Source: an optimization exercise on an open RTL-to-GDS flow (aim: small area, a short achievable clock period and few clock cycles). Production flows keep margins and buffers that such runs may drop.
Only simulation tests tie the RTL to the original design; equivalence was not proved.
Power and IR drop assume default switching activity.

==> flow/design.v (excerpt) <==
module divider
(
	input  wire        clk         ,
	input  wire        rst         ,
	input  wire [63:0] divisor     ,
	input  wire [63:0] dividend    ,
	input  wire [9 :0] inst_op_f3  ,
	input  wire        div_ready   ,
	output wire [63:0] div_rem_data,
	output wire        div_finish  ,
	output wire        busy_o
);
==> flow/config.mk <==
export PLATFORM = sky130hd
export DESIGN_NAME = divider
export DESIGN_NICKNAME = divider
export VERILOG_FILES = /design/flow/design.v
export SDC_FILE = /design/flow/constraint.sdc
export NUM_CORES = 4
export LEC_CHECK = 0
export CAP_MARGIN = 20
export CORE_MARGIN = 2
export CORE_UTILIZATION = 40
export CTS_CLUSTER_DIAMETER = 100
export CTS_CLUSTER_SIZE = 20
export PLACE_DENSITY = 0.8
export SETUP_SLACK_MARGIN = 5
export SLEW_MARGIN = 20
==> flow/constraint.sdc <==
create_clock -name core_clock -period 10.0 [get_ports {clk}]
set_input_delay 2.0000 -clock core_clock [delete_from_list [all_inputs] [get_ports {clk}]]
set_output_delay 2.0000 -clock core_clock [all_outputs]
set_load 0.01 [all_outputs]
standard.sh (not shown) runs the stock make flow with config.mk's settings and CLKGATE_MAP_FILE= SYNTH_SCRIPT=/design/flow/synth_recipe.tcl, a recipe that flattens the netlist after the stock synthesis.
==> flow/flow/run.sh <==
#!/bin/bash
set -euo pipefail
bash standard.sh "BUFFER_PORTS_ARGS=-buffer_cell sky130_fd_sc_hd__buf_2" SETUP_SLACK_MARGIN=5.6 finish > standard.log 2>&1
Testbench counts at the start, summed over its fixed seeds: cycles 13,401.
Then changed:
==> flow/flow/run.sh (replaced) <==
#!/bin/bash
set -euo pipefail
bash standard.sh "BUFFER_PORTS_ARGS=-buffer_cell sky130_fd_sc_hd__buf_2" SETUP_SLACK_MARGIN=6.0 finish > standard.log 2>&1
CTS_CLUSTER_SIZE = 24   (was 20)
PLACE_DENSITY = unset   (was 0.8)
Outcome: Cell area went up by 10%; via count went up by 0.94%; final cell count went up by 3.2%; maximum frequency went down by about 1.3%; sequential power barely changes; wire length went up by 9.4%; power went up by 9.9%; sequential cell count is unchanged; die area stays the same.
Then changed:
==> flow/flow/run.sh (replaced) <==
#!/bin/bash
set -euo pipefail
bash standard.sh "BUFFER_PORTS_ARGS=-buffer_cell sky130_fd_sc_hd__buf_2" SETUP_SLACK_MARGIN=5.6 finish > standard.log 2>&1
CTS_CLUSTER_SIZE = 20   (was 24)
PLACE_DENSITY = 0.9   (was unset)
Effect: The changed run passed the timing, DRC and antenna checks. Sequential power is about the same. Core utilization drops by 4.6 points. Cell count drops by about 3%. Worst setup slack improved by 0.017 ns. Die area stays the same. Wire length drops by about 8%. Non-clock buffer count drops by 137.
Then changed:
==> flow/flow/run.sh (replaced) <==
#!/bin/bash
set -euo pipefail
bash standard.sh "BUFFER_PORTS_ARGS=-buffer_cell sky130_fd_sc_hd__buf_2" finish > standard.log 2>&1
CTS_CLUSTER_SIZE = 24   (was 20)
PLACE_DENSITY = 0.8   (was 0.9)
Result:
- The changed run ran to the end with no violations
- maximum frequency decreases by 5.4%
- power came out lower by 2.3%
- die area is unchanged
- wire length shrinks by 2.9%
Then changed:
CTS_CLUSTER_DIAMETER = unset   (was 100)
CTS_CLUSTER_SIZE = unset   (was 24)
PLACE_DENSITY = unset   (was 0.8)
Outcome: Die area stays the same. Global-route usage rises by 1.1 points. Maximum frequency went up by 1.5%. Wire length climbs by 3.0%. Power rises by about 6.4%. Sequential power barely changes. Critical path depth is lower by 8. Final area rises by about 2.2%. Worst setup slack is better by 0.073 ns. Count of clock-buffer cells in the layout rises by 28. Sequential share of layout area decreases by 0.34 points.
Then changed:
==> flow/flow/run.sh (replaced) <==
#!/bin/bash
set -euo pipefail
bash standard.sh "BUFFER_PORTS_ARGS=-buffer_cell sky130_fd_sc_hd__buf_2" SETUP_SLACK_MARGIN=5.8 finish > standard.log 2>&1
CTS_CLUSTER_DIAMETER = 100   (was unset)
CTS_CLUSTER_SIZE = 20   (was unset)
PLACE_DENSITY = 0.8   (was unset)
The changed run completed with no timing, DRC or antenna violations.
Sequential share of layout area goes down by 0.75 points.
Fmax is higher by about 4.7%.
Global-route usage is lower by 0.38 points.
Sequential cell count stays the same.
Sequential power hardly moves.
Die area stays the same.
Count of clock-buffer cells in the layout is lower by 27.
Core utilization rose by 2.3 points.
Non-clock buffer count goes up by 70.

## port drivers added, routing unchanged
Ports are ideal in the flow. The routed layouts listed here were re-timed in OpenROAD.
Step 1: set_driving_cell puts a clkbuf_16 on clk and a buf_2 on each other input, an assumption about the parent block.
Step 2 times the ports against the registers' clock, not the clock port: input delays grow and output delays shrink by t, the midpoint of the rising clock arrivals with the driver on.
a / b / c = no drivers / after step 1 / after step 2; a / b = the first two.
run | t, ns | setup slack, ns | pins driven straight from the clock port
the first run | 0.578 | 5.380 / 5.319 / 4.949 | 1
the second run | 0.593 | 5.317 / 5.255 / 4.887 | 1
the third run | 0.574 | 5.334 / 5.271 / 4.891 | 1
the fourth run | 0.590 | 5.066 / 5.085 / 4.514 | 1
the fifth run | 0.657 | 5.139 / 5.081 / 4.488 | 1
the sixth run | 0.591 | 5.358 / 5.300 / 4.936 | 1
After both steps every run listed still meets setup and hold. For the fifth run, which loses most, drivers alone change the setup slack by -0.058 ns; drivers and shift together by -0.651 ns.
